What follows belongs to an exercise in optimizing a design on an open flow for small area; a production flow would make more cautious choices. The RTL was checked by simulation tests, not by an equivalence proof against the original design. Power and IR drop assume default switching activity.

==> flow/design.v <==
module Alarm_Clock_EE271 (
	clk, 
	pushBtn, 
	switches, 
	led,
	buzzer,
	ps,
	seg0, seg1, 
	seg2, seg3, 
	seg4, seg5,
	segDecimalPoint
);
input [9:0] switches;
input [1:0] pushBtn;
input clk;
output reg [9:0] led;
output reg buzzer;
output reg [3:0] ps;
output reg [7:0] seg0;
output reg [7:0] seg1;
output reg [7:0] seg2;
output reg [7:0] seg3;
output reg [6:0] seg4;
output reg [7:0] seg5;
output reg segDecimalPoint;
reg [1:0] currentState;
reg [24:0]counter_pressed, counter_not_pressed;
reg button_state;
reg alarmflag;
reg timerFlag;
reg buzzerFlag;
localparam [25:0] TICKS      = 26'd200;
localparam [25:0] HALF_TICKS = 26'd100;
localparam [24:0] DEBOUNCE   = 25'd8;
reg [25:0] count;
reg [7:0] hours;
reg [7:0] seconds;
reg [7:0] minutes;
reg [7:0] alarm_hours;
reg [7:0] alarm_minutes;  
reg [7:0] timer_hours;
reg [7:0] timer_minutes;
reg [7:0] timer_seconds;
reg [7:0] stopwatch_hours;
reg [7:0] stopwatch_minutes;
reg [7:0] stopwatch_seconds;
reg [7:0] display_hours;
reg [7:0] display_seconds;
reg [7:0] display_minutes;
reg switch_old;
always @ (posedge clk) begin
if(!pushBtn[1]) begin
	hours <= 0;
	minutes <= 0;
	seconds <= 0;
	alarm_hours <= 0;
	alarm_minutes <= 0;
	timer_hours <= 0;
	timer_minutes <= 0;
	timer_seconds <= 25'd2;
	stopwatch_hours <= 0;
	stopwatch_minutes <= 0;
	stopwatch_seconds <= 0;
	alarmflag = 0;
	timerFlag = 0;
	segDecimalPoint = 0;
	count <= 0;
	buzzer <= 0;
end
else begin
	if((switches[9] == 1'b0)) begin
		if(count == ( TICKS - 1'b1)) begin  
			count <= 0;  
			if(seconds == 6'd59) begin
				seconds <= 0;  
				if(minutes == 6'd59) begin
					minutes <= 0;  
					if(hours == 6'd23) begin  
						hours <= 0;  
					end
					else begin
						hours <= hours + 1;
					end
				end
				else begin
					minutes <= minutes + 1;
				end
			end
			else begin
				seconds <= seconds + 1;
			end
			if(timer_seconds == 6'd00 && timer_minutes != 0) begin
				timer_seconds <= 6'd59;
				if(timer_minutes == 6'd00) begin
					timer_minutes <= 0;
					if(timer_hours == 6'd00) begin 
						timer_hours <= 0;
					end
					else begin
						timer_hours <= timer_hours - 1;
					end
					end
				else begin
					timer_minutes <= timer_minutes - 1;
				end
			end
			else begin
			if (timer_seconds != 0) begin
				timer_seconds <= timer_seconds - 1;
				end
			end
			if (currentState ==3 && switches[0] == 1) begin
				if(stopwatch_seconds == 6'd00 && stopwatch_minutes != 0) begin
					stopwatch_seconds <= 6'd59;
					if(stopwatch_minutes == 6'd59) begin
						stopwatch_minutes <= 0;
						if(stopwatch_hours == 6'd23) begin 
							stopwatch_hours <= 0;
						end
						else begin
							stopwatch_hours <= stopwatch_hours + 1;
						end
					end
					else begin
						stopwatch_minutes <= stopwatch_minutes + 1;
					end
				end
				else begin
					stopwatch_seconds <= stopwatch_seconds + 1;
				end
			end
		end
		else begin
			count <= count + 1;
			if(count > HALF_TICKS) begin
				segDecimalPoint <= 1;
				if ((buzzerFlag && alarmflag) || (buzzerFlag && timerFlag)) begin
					buzzer <= 1;
				end 
				end
			else begin
				segDecimalPoint <= 0;
				buzzer <= 0;
			end
		end
	end
    if(currentState == 0 && switch_old != pushBtn[0] && !pushBtn[0]) begin
        if(switches[9] == 1'b1)
            if(switches[0] == 0 && switches[1] == 1) begin
                if(hours == 6'd23) begin
						hours <= 0;
					end
					else begin
						hours <= hours + 1;
					end
            end
            else if(switches[0] == 1 && switches[1] == 0) begin
                if(minutes == 6'd23) begin
						minutes <= 0;
					end
					else begin
						minutes <= minutes + 1;
					end
            end
    end
    else if(currentState == 1 && switch_old != pushBtn[0] && !pushBtn[0]) begin
        if(switches[9] == 1'b1)
            if(switches[0] == 0 && switches[1] == 1) begin
                if(alarm_hours == 6'd23) begin
						alarm_hours <= 0;
					end
					else begin
						alarm_hours <= alarm_hours + 1;
						alarmflag <=1;
					end
            end
            else if(switches[0] == 1 && switches[1] == 0) begin
                if(alarm_minutes == 6'd23) begin
						alarm_minutes <= 0;
					end
					else begin
						alarm_minutes <= alarm_minutes + 1;
						alarmflag <=1;
					end
            end
    end
	 else if(currentState == 2 && switch_old != pushBtn[0] && !pushBtn[0]) begin
        if(switches[9] == 1'b1)
            if(switches[0] == 0 && switches[1] == 1) begin
                if(timer_hours == 6'd23) begin
						timer_hours <= 0;
					end
					else begin
						timer_hours <= timer_hours + 1;
						timerFlag <= 1;
					end
            end
            else if(switches[0] == 1 && switches[1] == 0) begin
                if(timer_minutes == 6'd23) begin
						timer_minutes <= 0;
					end
					else begin
						timer_minutes <= timer_minutes + 1;
						timerFlag <= 1;
					end
            end
    end
end
switch_old  <= pushBtn[0];
end
always @ (posedge clk)
begin
	if(!pushBtn[1])
		begin
		currentState <= 2'b0;
		counter_pressed<= 25'b0;
		counter_not_pressed<= 25'b0;
		button_state <= 1'b1;
		end
	else
		begin
		if(!pushBtn[0] & !button_state)
			begin
			counter_pressed <= counter_pressed + 1'b1;
			end
		else
			begin
			counter_pressed <= 25'b0;
			end
		if(counter_pressed == DEBOUNCE)
			begin
			if (switches[9] == 1'b0) begin
				currentState = currentState + 1'b1;
				end
			counter_pressed <= 25'b0;
			button_state = 1'b1;
			end
		if(pushBtn[0] & button_state)
			begin
			counter_not_pressed <= counter_not_pressed + 1'b1;		
			end
		else
			begin
			counter_not_pressed <= 25'b0;
			end
		if(counter_not_pressed == DEBOUNCE)
			begin
			counter_not_pressed <= 25'b0;
			button_state = 1'b0;
			end
		end
end
always @ (posedge clk) begin
		if((hours == alarm_hours) && (minutes == alarm_minutes) && (alarmflag == 1) || (0 == timer_minutes) && (0 == timer_seconds) && (timerFlag == 1)) begin
			led = 10'b1111111111;
			buzzerFlag <= 1;
		end
		else begin
			led = 10'b0000000000;
			buzzerFlag <= 0; 
		end
end
always @ (*) begin
	case(currentState)
		0: begin 
			display_hours = hours;
			display_minutes = minutes;
			display_seconds = seconds;
			if (switches[9] == 1'b1) begin
				ps = {switches[0],switches[1], 1'b0,1'b0};
			end
			else begin
				ps = 4'b0000;
			end
			end
		1: begin 
			display_hours = alarm_hours;
			display_minutes = alarm_minutes;
			display_seconds = 0;
			if (switches[9] == 1'b1) begin
				ps = {switches[0],switches[1], 1'b0,1'b1};
			end
			else begin
				ps = 4'b0001;
			end
			end
		2: begin 
			display_hours = timer_hours;
			display_minutes = timer_minutes;
			display_seconds = timer_seconds;
			if (switches[9] == 1'b1) begin
				ps = {switches[0],switches[1], 1'b1,1'b0};
			end
			else begin
				ps = 4'b0010;
			end
			end
		3: begin 
			display_hours = stopwatch_hours;
			display_seconds = stopwatch_seconds;
			display_minutes = stopwatch_minutes;
			if (switches[0] == 1'b1) begin
				ps = {switches[0],switches[1], 1'b1,1'b1};
			end
			else begin
				ps = 4'b0011;
			end
			end
	endcase
end
always @ (*) begin
  case(display_hours)
		0: {seg5,seg4} =  {8'b11_00_00_00,7'b1_00_00_00};
		1: {seg5,seg4} =  {8'b11_00_00_00,7'b1_11_10_01};
		2: {seg5,seg4} =  {8'b11_00_00_00,7'b0_10_01_00};
		3: {seg5,seg4} =  {8'b11_00_00_00,7'b0_11_00_00};
		4: {seg5,seg4} =  {8'b11_00_00_00,7'b0_01_10_01};
		5: {seg5,seg4} =  {8'b11_00_00_00,7'b0_01_00_10};
		6: {seg5,seg4} =  {8'b11_00_00_00,7'b0_00_00_10};
		7: {seg5,seg4} =  {8'b11_00_00_00,7'b1_11_10_00};
		8: {seg5,seg4} =  {8'b11_00_00_00,7'b0_00_00_00};
		9: {seg5,seg4} =  {8'b11_00_00_00,7'b0_01_00_00};
		10: {seg5,seg4} = {8'b11_11_10_01,7'b1_00_00_00};
		11: {seg5,seg4} = {8'b11_11_10_01,7'b1_11_10_01};
		12: {seg5,seg4} = {8'b11_11_10_01,7'b0_10_01_00};
		13: {seg5,seg4} = {8'b11_11_10_01,7'b0_11_00_00};
		14: {seg5,seg4} = {8'b11_11_10_01,7'b0_01_10_01};
		15: {seg5,seg4} = {8'b11_11_10_01,7'b0_01_00_10};
		16: {seg5,seg4} = {8'b11_11_10_01,7'b0_00_00_10};
		17: {seg5,seg4} = {8'b11_11_10_01,7'b1_11_10_00};
		18: {seg5,seg4} = {8'b11_11_10_01,7'b0_00_00_00};
		19: {seg5,seg4} = {8'b11_11_10_01,7'b0_01_00_00};
		20: {seg5,seg4} = {8'b10_10_01_00,7'b1_00_00_00};
		21: {seg5,seg4} = {8'b10_10_01_00,7'b1_11_10_01};
		22: {seg5,seg4} = {8'b10_10_01_00,7'b0_10_01_00};
		23: {seg5,seg4} = {8'b10_10_01_00,7'b0_11_00_00};
		24: {seg5,seg4} = {8'b10_10_01_00,7'b0_01_10_01};
		default: {seg5,seg4} = {8'b11_11_11_11,7'b1_11_11_11};  
  endcase
  case(display_minutes)
		0: {seg3,seg2} =  {8'b11_00_00_00,8'b11_00_00_00};
		1: {seg3,seg2} =  {8'b11_00_00_00,8'b11_11_10_01};
		2: {seg3,seg2} =  {8'b11_00_00_00,8'b10_10_01_00};
		3: {seg3,seg2} =  {8'b11_00_00_00,8'b10_11_00_00};
		4: {seg3,seg2} =  {8'b11_00_00_00,8'b10_01_10_01};
		5: {seg3,seg2} =  {8'b11_00_00_00,8'b10_01_00_10};
		6: {seg3,seg2} =  {8'b11_00_00_00,8'b10_00_00_10};
		7: {seg3,seg2} =  {8'b11_00_00_00,8'b11_11_10_00};
		8: {seg3,seg2} =  {8'b11_00_00_00,8'b10_00_00_00};
		9: {seg3,seg2} =  {8'b11_00_00_00,8'b10_01_00_00};
		10: {seg3,seg2} = {8'b11_11_10_01,8'b11_00_00_00};
		11: {seg3,seg2} = {8'b11_11_10_01,8'b11_11_10_01};
		12: {seg3,seg2} = {8'b11_11_10_01,8'b10_10_01_00};
		13: {seg3,seg2} = {8'b11_11_10_01,8'b10_11_00_00};
		14: {seg3,seg2} = {8'b11_11_10_01,8'b10_01_10_01};
		15: {seg3,seg2} = {8'b11_11_10_01,8'b10_01_00_10};
		16: {seg3,seg2} = {8'b11_11_10_01,8'b10_00_00_10};
		17: {seg3,seg2} = {8'b11_11_10_01,8'b11_11_10_00};
		18: {seg3,seg2} = {8'b11_11_10_01,8'b10_00_00_00};
		19: {seg3,seg2} = {8'b11_11_10_01,8'b10_01_00_00};
		20: {seg3,seg2} = {8'b10_10_01_00,8'b11_00_00_00};
		21: {seg3,seg2} = {8'b10_10_01_00,8'b11_11_10_01};
		22: {seg3,seg2} = {8'b10_10_01_00,8'b10_10_01_00};
		23: {seg3,seg2} = {8'b10_10_01_00,8'b10_11_00_00};
		24: {seg3,seg2} = {8'b10_10_01_00,8'b10_01_10_01};
		25: {seg3,seg2} = {8'b10_10_01_00,8'b10_01_00_10};
		26: {seg3,seg2} = {8'b10_10_01_00,8'b10_00_00_10};
		27: {seg3,seg2} = {8'b10_10_01_00,8'b11_11_10_00};
		28: {seg3,seg2} = {8'b10_10_01_00,8'b10_00_00_00};
		29: {seg3,seg2} = {8'b10_10_01_00,8'b10_01_00_00};
		30: {seg3,seg2} = {8'b10_11_00_00,8'b11_00_00_00};
		31: {seg3,seg2} = {8'b10_11_00_00,8'b11_11_10_01};
		32: {seg3,seg2} = {8'b10_11_00_00,8'b10_10_01_00};
		33: {seg3,seg2} = {8'b10_11_00_00,8'b10_11_00_00};
		34: {seg3,seg2} = {8'b10_11_00_00,8'b10_01_10_01};
		35: {seg3,seg2} = {8'b10_11_00_00,8'b10_01_00_10};
		36: {seg3,seg2} = {8'b10_11_00_00,8'b10_00_00_10};
		37: {seg3,seg2} = {8'b10_11_00_00,8'b11_11_10_00};
		38: {seg3,seg2} = {8'b10_11_00_00,8'b10_00_00_00};
		39: {seg3,seg2} = {8'b10_11_00_00,8'b10_01_00_00};
		40: {seg3,seg2} = {8'b10_01_10_01,8'b11_00_00_00};
		41: {seg3,seg2} = {8'b10_01_10_01,8'b11_11_10_01};
		42: {seg3,seg2} = {8'b10_01_10_01,8'b10_10_01_00};
		43: {seg3,seg2} = {8'b10_01_10_01,8'b10_11_00_00};
		44: {seg3,seg2} = {8'b10_01_10_01,8'b10_01_10_01};
		45: {seg3,seg2} = {8'b10_01_10_01,8'b10_01_00_10};
		46: {seg3,seg2} = {8'b10_01_10_01,8'b10_00_00_10};
		47: {seg3,seg2} = {8'b10_01_10_01,8'b11_11_10_00};
		48: {seg3,seg2} = {8'b10_01_10_01,8'b10_00_00_00};
		49: {seg3,seg2} = {8'b10_01_10_01,8'b10_01_00_00};
		50: {seg3,seg2} = {8'b10_01_00_10,8'b11_00_00_00};
		51: {seg3,seg2} = {8'b10_01_00_10,8'b11_11_10_01};
		52: {seg3,seg2} = {8'b10_01_00_10,8'b10_10_01_00};
		53: {seg3,seg2} = {8'b10_01_00_10,8'b10_11_00_00};
		54: {seg3,seg2} = {8'b10_01_00_10,8'b10_01_10_01};
		55: {seg3,seg2} = {8'b10_01_00_10,8'b10_01_00_10};
		56: {seg3,seg2} = {8'b10_01_00_10,8'b10_00_00_10};
		57: {seg3,seg2} = {8'b10_01_00_10,8'b11_11_10_00};
		58: {seg3,seg2} = {8'b10_01_00_10,8'b10_00_00_00};
		59: {seg3,seg2} = {8'b10_01_00_10,8'b10_01_00_00};
		60: {seg3,seg2} = {8'b10_00_00_10,8'b11_00_00_00};
		default: {seg3,seg2} = {8'b11_11_11_11,8'b11_11_11_11};  
  endcase
  case(display_seconds)
		0: {seg1,seg0} =  {8'b11_00_00_00,8'b11_00_00_00};
		1: {seg1,seg0} =  {8'b11_00_00_00,8'b11_11_10_01};
		2: {seg1,seg0} =  {8'b11_00_00_00,8'b10_10_01_00};
		3: {seg1,seg0} =  {8'b11_00_00_00,8'b10_11_00_00};
		4: {seg1,seg0} =  {8'b11_00_00_00,8'b10_01_10_01};
		5: {seg1,seg0} =  {8'b11_00_00_00,8'b10_01_00_10};
		6: {seg1,seg0} =  {8'b11_00_00_00,8'b10_00_00_10};
		7: {seg1,seg0} =  {8'b11_00_00_00,8'b11_11_10_00};
		8: {seg1,seg0} =  {8'b11_00_00_00,8'b10_00_00_00};
		9: {seg1,seg0} =  {8'b11_00_00_00,8'b10_01_00_00};
		10: {seg1,seg0} = {8'b11_11_10_01,8'b11_00_00_00};
		11: {seg1,seg0} = {8'b11_11_10_01,8'b11_11_10_01};
		12: {seg1,seg0} = {8'b11_11_10_01,8'b10_10_01_00};
		13: {seg1,seg0} = {8'b11_11_10_01,8'b10_11_00_00};
		14: {seg1,seg0} = {8'b11_11_10_01,8'b10_01_10_01};
		15: {seg1,seg0} = {8'b11_11_10_01,8'b10_01_00_10};
		16: {seg1,seg0} = {8'b11_11_10_01,8'b10_00_00_10};
		17: {seg1,seg0} = {8'b11_11_10_01,8'b11_11_10_00};
		18: {seg1,seg0} = {8'b11_11_10_01,8'b10_00_00_00};
		19: {seg1,seg0} = {8'b11_11_10_01,8'b10_01_00_00};
		20: {seg1,seg0} = {8'b10_10_01_00,8'b11_00_00_00};
		21: {seg1,seg0} = {8'b10_10_01_00,8'b11_11_10_01};
		22: {seg1,seg0} = {8'b10_10_01_00,8'b10_10_01_00};
		23: {seg1,seg0} = {8'b10_10_01_00,8'b10_11_00_00};
		24: {seg1,seg0} = {8'b10_10_01_00,8'b10_01_10_01};
		25: {seg1,seg0} = {8'b10_10_01_00,8'b10_01_00_10};
		26: {seg1,seg0} = {8'b10_10_01_00,8'b10_00_00_10};
		27: {seg1,seg0} = {8'b10_10_01_00,8'b11_11_10_00};
		28: {seg1,seg0} = {8'b10_10_01_00,8'b10_00_00_00};
		29: {seg1,seg0} = {8'b10_10_01_00,8'b10_01_00_00};
		30: {seg1,seg0} = {8'b10_11_00_00,8'b11_00_00_00};
		31: {seg1,seg0} = {8'b10_11_00_00,8'b11_11_10_01};
		32: {seg1,seg0} = {8'b10_11_00_00,8'b10_10_01_00};
		33: {seg1,seg0} = {8'b10_11_00_00,8'b10_11_00_00};
		34: {seg1,seg0} = {8'b10_11_00_00,8'b10_01_10_01};
		35: {seg1,seg0} = {8'b10_11_00_00,8'b10_01_00_10};
		36: {seg1,seg0} = {8'b10_11_00_00,8'b10_00_00_10};
		37: {seg1,seg0} = {8'b10_11_00_00,8'b11_11_10_00};
		38: {seg1,seg0} = {8'b10_11_00_00,8'b10_00_00_00};
		39: {seg1,seg0} = {8'b10_11_00_00,8'b10_01_00_00};
		40: {seg1,seg0} = {8'b10_01_10_01,8'b11_00_00_00};
		41: {seg1,seg0} = {8'b10_01_10_01,8'b11_11_10_01};
		42: {seg1,seg0} = {8'b10_01_10_01,8'b10_10_01_00};
		43: {seg1,seg0} = {8'b10_01_10_01,8'b10_11_00_00};
		44: {seg1,seg0} = {8'b10_01_10_01,8'b10_01_10_01};
		45: {seg1,seg0} = {8'b10_01_10_01,8'b10_01_00_10};
		46: {seg1,seg0} = {8'b10_01_10_01,8'b10_00_00_10};
		47: {seg1,seg0} = {8'b10_01_10_01,8'b11_11_10_00};
		48: {seg1,seg0} = {8'b10_01_10_01,8'b10_00_00_00};
		49: {seg1,seg0} = {8'b10_01_10_01,8'b10_01_00_00};
		50: {seg1,seg0} = {8'b10_01_00_10,8'b11_00_00_00};
		51: {seg1,seg0} = {8'b10_01_00_10,8'b11_11_10_01};
		52: {seg1,seg0} = {8'b10_01_00_10,8'b10_10_01_00};
		53: {seg1,seg0} = {8'b10_01_00_10,8'b10_11_00_00};
		54: {seg1,seg0} = {8'b10_01_00_10,8'b10_01_10_01};
		55: {seg1,seg0} = {8'b10_01_00_10,8'b10_01_00_10};
		56: {seg1,seg0} = {8'b10_01_00_10,8'b10_00_00_10};
		57: {seg1,seg0} = {8'b10_01_00_10,8'b11_11_10_00};
		58: {seg1,seg0} = {8'b10_01_00_10,8'b10_00_00_00};
		59: {seg1,seg0} = {8'b10_01_00_10,8'b10_01_00_00};
		60: {seg1,seg0} = {8'b10_00_00_10,8'b11_00_00_00};
		default: {seg1,seg0} = {8'b11_11_11_11,8'b11_11_11_11};  
  endcase
end
endmodule 
==> flow/run.sh <==
#!/bin/bash
# synth_recipe.tcl (not shown) runs the flow's synth.tcl, then flattens the netlist and writes it again
# the make line also repeats each setting of config.mk as NAME=value (left out here)
make -C /OpenROAD-flow-scripts/flow DESIGN_CONFIG=/design/flow/config.mk WORK_HOME=/design/flow/orfs CLKGATE_MAP_FILE= SYNTH_SCRIPT=/design/flow/synth_recipe.tcl finish
==> flow/config.mk <==
export PLATFORM = sky130hd
export DESIGN_NAME = Alarm_Clock_EE271
export DESIGN_NICKNAME = Alarm_Clock_EE271
export VERILOG_FILES = /design/flow/design.v
export SDC_FILE = /design/flow/constraint.sdc
export NUM_CORES = 4
export LEC_CHECK = 0
export CAP_MARGIN = 20
export CORE_MARGIN = 2
export CORE_UTILIZATION = 40
export PLACE_DENSITY = 0.6
export SLEW_MARGIN = 20
==> flow/constraint.sdc <==
create_clock -name core_clock -period 10.0 [get_ports {clk}]
set_input_delay 2.0000 -clock core_clock [delete_from_list [all_inputs] [get_ports {clk}]]
set_output_delay 2.0000 -clock core_clock [all_outputs]
set_load 0.01 [all_outputs]
==> impl_results.html <==
<table>
<tr><th>Metric</th><th>Value</th></tr>
<tr><th colspan="2">Status</th></tr>
<tr><td>Outcome</td><td>no timing/DRC/antenna violations</td></tr>
<tr><th colspan="2">Cells and area</th></tr>
<tr><td>Largest register by flop count</td><td>count</td></tr>
<tr><td>Flip-flop count of the largest register, all copies and words added</td><td>26</td></tr>
<tr><td>Leading cell type in the layout, fill and taps excluded</td><td>sky130_fd_sc_hd__nor2_1</td></tr>
<tr><td>Fill cell total of the finished layout</td><td>2,919</td></tr>
<tr><td>Diode count</td><td>0</td></tr>
<tr><td>Summed area of non-filler cells in the final layout</td><td>13,050 um^2</td></tr>
<tr><td>Fraction of layout cells with a size suffix above 1</td><td>0.05871</td></tr>
<tr><td>Top Registers</td><td>count (26), counter_not_pressed (25), counter_pressed (25)</td></tr>
<tr><td>Core Util, Final</td><td>0.4533</td></tr>
<tr><td>Area growth syn-to-layout</td><td>11.54%</td></tr>
<tr><td>Most frequent cells in the layout</td><td>sky130_fd_sc_hd__nor2_1 (184), sky130_fd_sc_hd__dfxtp_1 (173), sky130_fd_sc_hd__nand2_1 (148), sky130_fd_sc_hd__nand3_1 (85), sky130_fd_sc_hd__o21ai_0 (76)</td></tr>
<tr><td>Area occupied by registers</td><td>3463 um^2</td></tr>
<tr><td>Area taken by multi-input logic gates</td><td>7562 um^2</td></tr>
<tr><td>Number of nets in the final layout</td><td>1,569</td></tr>
<tr><th colspan="2">Timing</th></tr>
<tr><td>Worst slew margin</td><td>0.3496</td></tr>
<tr><td>Max Slew Vio Count</td><td>0</td></tr>
<tr><td>Setup repair after global routing missed its margin</td><td>no</td></tr>
<tr><td>Clk_skew</td><td>0.01419 ns</td></tr>
<tr><td>Endpoints failing hold</td><td>0</td></tr>
<tr><td>Min cycle time layout</td><td>6.592 ns</td></tr>
<tr><td>Total negative setup slack</td><td>0 ns</td></tr>
<tr><td>Total of endpoints with negative setup slack in the final report</td><td>0</td></tr>
<tr><td>Slew at the pin closest to its max-slew limit</td><td>0.9691 ns</td></tr>
<tr><td>Part of the cycle the worst path needs</td><td>0.6592</td></tr>
<tr><td>Maximum clock frequency</td><td>0.1517 GHz</td></tr>
<tr><th colspan="2">Clocking</th></tr>
<tr><td>Post-CTS setup-driven buffer insertion count</td><td>0</td></tr>
<tr><td>Post-CTS Hold Buffers</td><td>0</td></tr>
<tr><td>Maximum number of buffers from clock root to sink</td><td>2</td></tr>
<tr><td>Clock transition at the registers of the reported paths</td><td>0.07 ns</td></tr>
<tr><td>Maximum level of the CTS H-tree</td><td>4</td></tr>
<tr><td>TritonCTS clock tree</td><td>yes</td></tr>
<tr><td>Cell at the root of the clock tree</td><td>sky130_fd_sc_hd__clkbuf_16</td></tr>
<tr><td>Number of gates given a new drive strength after cts</td><td>0</td></tr>
<tr><td>Later-pin clock latency in the skew report</td><td>0.44 ns</td></tr>
<tr><td>CTS Sinks</td><td>173</td></tr>
<tr><td>CTS Buf Count</td><td>17</td></tr>
<tr><th colspan="2">Route</th></tr>
<tr><td>Via-per-instance ratio</td><td>5.676</td></tr>
<tr><td>Final routed wirelength across all metal layers</td><td>29.54 mm</td></tr>
<tr><td>First-pass iteration count of the detailed router</td><td>8</td></tr>
<tr><td>Number of DRC markers after the initial detailed-route iteration</td><td>760</td></tr>
<tr><td>DRC violations left</td><td>0</td></tr>
<tr><td>Average wire per cell in the routed design</td><td>15.55 um</td></tr>
<tr><td>Count of nets left with antenna violations after detail routing</td><td>0</td></tr>
<tr><td>Number of vias after detailed routing</td><td>10,790</td></tr>
<tr><th colspan="2">GRT</th></tr>
<tr><td>Global-route wire length before repair</td><td>49.46 mm</td></tr>
<tr><td>Global-route usage over all layers</td><td>0.1919</td></tr>
<tr><td>Initial antenna violation count</td><td>0</td></tr>
<tr><td>Gr ovfl total</td><td>0</td></tr>
<tr><td>Via count of the first global-routing pass</td><td>9,859</td></tr>
<tr><td>Pin count of the biggest net entering global routing</td><td>43</td></tr>
<tr><th colspan="2">Power</th></tr>
<tr><td>Fraction of power spent switching nets</td><td>0.2464</td></tr>
<tr><td>Static leakage power</td><td>4.695 nW</td></tr>
<tr><td>Final Power</td><td>0.001409 W</td></tr>
<tr><td>Sequential group share of total power</td><td>0.492</td></tr>
<tr><td>Net switching power</td><td>0.0003471 W</td></tr>
<tr><td>Peak supply drop</td><td>0.1058 mV</td></tr>
<tr><td>Clk network pwr share</td><td>0.480</td></tr>
<tr><td>Pwr per Cell Area</td><td>108.0 nW/um^2</td></tr>
<tr><td>Fraction of power consumed by combinational cells</td><td>0.028</td></tr>
<tr><td>Internal power of the cells</td><td>0.001062 W</td></tr>
<tr><th colspan="2">Critical path</th></tr>
<tr><td>Number of buffers and inverters on the critical path</td><td>5</td></tr>
<tr><td>Top Family by Delay on Critical Path</td><td>buffers and inverters</td></tr>
<tr><td>Setup crit end kind</td><td>primary output</td></tr>
<tr><td>Required time worst endpoint</td><td>8.00 ns</td></tr>
<tr><td>Slowest cell on the critical path</td><td>sky130_fd_sc_hd__mux2i_1</td></tr>
<tr><td>Kind of launch point of the worst setup path</td><td>flip-flop</td></tr>
<tr><td>Critical path cell sequence</td><td>inv_1, ha_1, buf_4, inv_2, mux2i_1, ha_1, inv_1, nor3_1, a21oi_1, o211ai_1, o21ai_0, a221o_1, clkdlybuf4s50_1</td></tr>
<tr><td>Type of the setup path with the least slack</td><td>reg -&gt; out</td></tr>
<tr><td>Maximum single-stage delay on the critical path</td><td>0.73 ns</td></tr>
<tr><td>Maximum fanout along the worst path</td><td>26</td></tr>
<tr><td>Origin of the worst setup path</td><td>currentState[0]</td></tr>
<tr><td>CP arrival</td><td>4.59 ns</td></tr>
<tr><td>Launch instance of the worst register-to-register path</td><td>timer_seconds[2]</td></tr>
<tr><th colspan="2">Synth</th></tr>
<tr><td>Register area share after synthesis</td><td>0.2961</td></tr>
<tr><td>Synth Area in Compound Gates</td><td>0.1763</td></tr>
<tr><td>Number of different library cells in the post-synthesis netlist</td><td>88</td></tr>
<tr><td>Combinational family with the most area after synthesis</td><td>simple AND/OR/NAND/NOR gates</td></tr>
<tr><td>Post-synthesis share of cell area spent on xor and xnor gates</td><td>0.09436</td></tr>
<tr><td>Portion of netlist area occupied by mux cells</td><td>0.03038</td></tr>
<tr><td>Synth Area in Simple Gates</td><td>0.2873</td></tr>
<tr><td>Flip-flop and latch count after synthesis</td><td>173</td></tr>
<tr><td>Cell Area, Synth</td><td>11,690 um^2</td></tr>
<tr><td>YS warnings</td><td>1</td></tr>
<tr><td>Area share of fa/ha/maj cells after synthesis</td><td>0.05670</td></tr>
<tr><td>Average size of a mapped cell</td><td>7.781 um^2</td></tr>
<tr><td>Post-synthesis async set-or-reset flop share</td><td>0</td></tr>
<tr><td>Synth Instances</td><td>1,503</td></tr>
<tr><td>Primary FF master, synth</td><td>sky130_fd_sc_hd__dfxtp_1</td></tr>
<tr><td>Number of enable flip-flop cells after synthesis</td><td>0</td></tr>
<tr><th colspan="2">Place</th></tr>
<tr><td>Number of port buffers</td><td>63</td></tr>
<tr><td>Half-perimeter wire length after placement</td><td>20.78 mm</td></tr>
<tr><td>Placer Congestion</td><td>0.8695</td></tr>
<tr><td>Area after DPL</td><td>12,450 um^2</td></tr>
<tr><th colspan="2">Hold path</th></tr>
<tr><td>Type of the most critical hold path</td><td>reg -&gt; reg</td></tr>
<tr><td>Source of the worst hold timing path</td><td>counter_not_pressed[0]</td></tr>
<tr><th colspan="2">Floorplan</th></tr>
<tr><td>Area enclosed by the die boundary</td><td>30,620 um^2</td></tr>
<tr><td>I/O pins</td><td>76</td></tr>
<tr><td>Die Y</td><td>175.0 um</td></tr>
<tr><td>Placeable core area</td><td>28,780 um^2</td></tr>
<tr><td>X dimension of the die</td><td>175.0 um</td></tr>
<tr><td>Initial Utilization</td><td>0.4064</td></tr>
<tr><td>Site Rows</td><td>62</td></tr>
<tr><th colspan="2">Job</th></tr>
<tr><td>Max capacitance violation total</td><td>0</td></tr>
</table>
[worst paths after layout]
| kind | to | slack (ns) | cells after the start |
|---|---|---|---|
| max | seg0[4] | 3.41 | 13 |
| min | counter_not_pressed[0] | 0.48 | 1 |
| max reg2reg | timer_minutes[1] | 7.20 | 6 |
| min reg2reg | counter_not_pressed[0] | 0.48 | 1 |
[cell type report]
class | instances | share of cell area
clock buffers | 17 | 0.03261
clock inverters | 15 | 0.01314
inverters | 51 | 0.01467
multi-input cells | 1181 | 0.5797
flip-flops and latches | 173 | 0.2655
well taps | 384 | 0.03683
repair buffers | 79 | 0.05755
[cells in the mapped netlist (19+ instances only)]
cell type                    n  share of area
sky130_fd_sc_hd__o21ai_0    77          0.033
sky130_fd_sc_hd__ha_1       53          0.057
sky130_fd_sc_hd__clkbuf_1   62          0.020
sky130_fd_sc_hd__dfxtp_1   173           0.30
sky130_fd_sc_hd__nand3_1    85          0.036
sky130_fd_sc_hd__o211ai_1   19          0.012
sky130_fd_sc_hd__mux2i_1    24          0.021
sky130_fd_sc_hd__buf_4      19          0.012
sky130_fd_sc_hd__nor3_1     31          0.013
sky130_fd_sc_hd__xor2_1     67          0.050
sky130_fd_sc_hd__nand2_1   148          0.048
sky130_fd_sc_hd__and3_1     34          0.018
sky130_fd_sc_hd__nor2_1    184          0.059
sky130_fd_sc_hd__xnor2_1    59          0.044
sky130_fd_sc_hd__nand4_1    47          0.025
sky130_fd_sc_hd__inv_1      49          0.016
sky130_fd_sc_hd__a21oi_1    62          0.027
[worst register-to-register path, stage by stage, from the launching register on]
cell	delay [ns]
sky130_fd_sc_hd__dfxtp_1	0.36
sky130_fd_sc_hd__nor4_1	0.46
sky130_fd_sc_hd__nor4bb_1	0.57
sky130_fd_sc_hd__nand2_1	0.33
sky130_fd_sc_hd__nor2_1	0.48
sky130_fd_sc_hd__mux2_2	0.39
sky130_fd_sc_hd__a21oi_1	0.13
[power groups by stage]
stage / sequential [W] / clock [W] / combinational, W
4_1_cts: 0.000693 / 0.000693 / 0.0000400
5_1_grt: 0.000694 / 0.000719 / 0.0000450
6_report: 0.000694 / 0.000676 / 0.0000398
2_1_floorplan: 0.000709 / 0 / 0.0000273
3_3_place_gp: 0.000710 / 0 / 0.0000400
3_5_place_dp: 0.000710 / 0 / 0.0000398
[stage by stage]
stage / setup WS, ns / hold WS (ns) / std cells
final: 3.408 / 0.4821 / 1900
after global routing: 2.988 / 0.5076 / 1900
after CTS: 3.417 / 0.4856 / 1900
after detailed placement: 3.912 / 0.4685 / 1868
after global placement: 3.904 / 0.4559 / 1868
after floorplan: 5.047 / 0.4372 / 1507
[routing by layer]
layer,wire length (um),track usage,share of wire,vias to the layer above
met5,0,0,0,-
met4,308,0.04583,0.010,0
met3,1101,0.02829,0.037,24
met2,14130,0.3202,0.48,214
met1,14000,0.2610,0.47,5151
li1,-,-,-,5396
[cells by family after synthesis]
family,after synthesis
simple gates,656
compound gates,308
flops,173
buf+inv,153
xor+xnor,126
fa+ha+maj,53
mux,33
other cells,1

separate check: timing with driven ports:
No port has a modelled driver above. Below, the same layout with a new extraction and two added sets of constraints.
Step 1 assumes that a clkbuf_16 drives the clock port and a buf_2 every other input.
Step 2 adds t to the input delays and takes it off the output delays; t is the mean of the earliest and latest rising clock arrival at the registers after step 1. Input paths then give back, and output paths get back, about the clock's delay inside the block.
a / b / c = ideal / step 1 / step 2; a / b = the first two.
t (ns): 0.477
setup WS [ns]: 3.408 / 3.361 / 3.838
hold WS [ns]: 0.482 / 0.482 / 0.482
latest minus earliest clock arrival (ns): 0.017 / 0.018
After both steps this run still meets setup and hold. For this run, drivers alone change the setup slack by -0.047 ns; drivers and shift together by +0.430 ns.
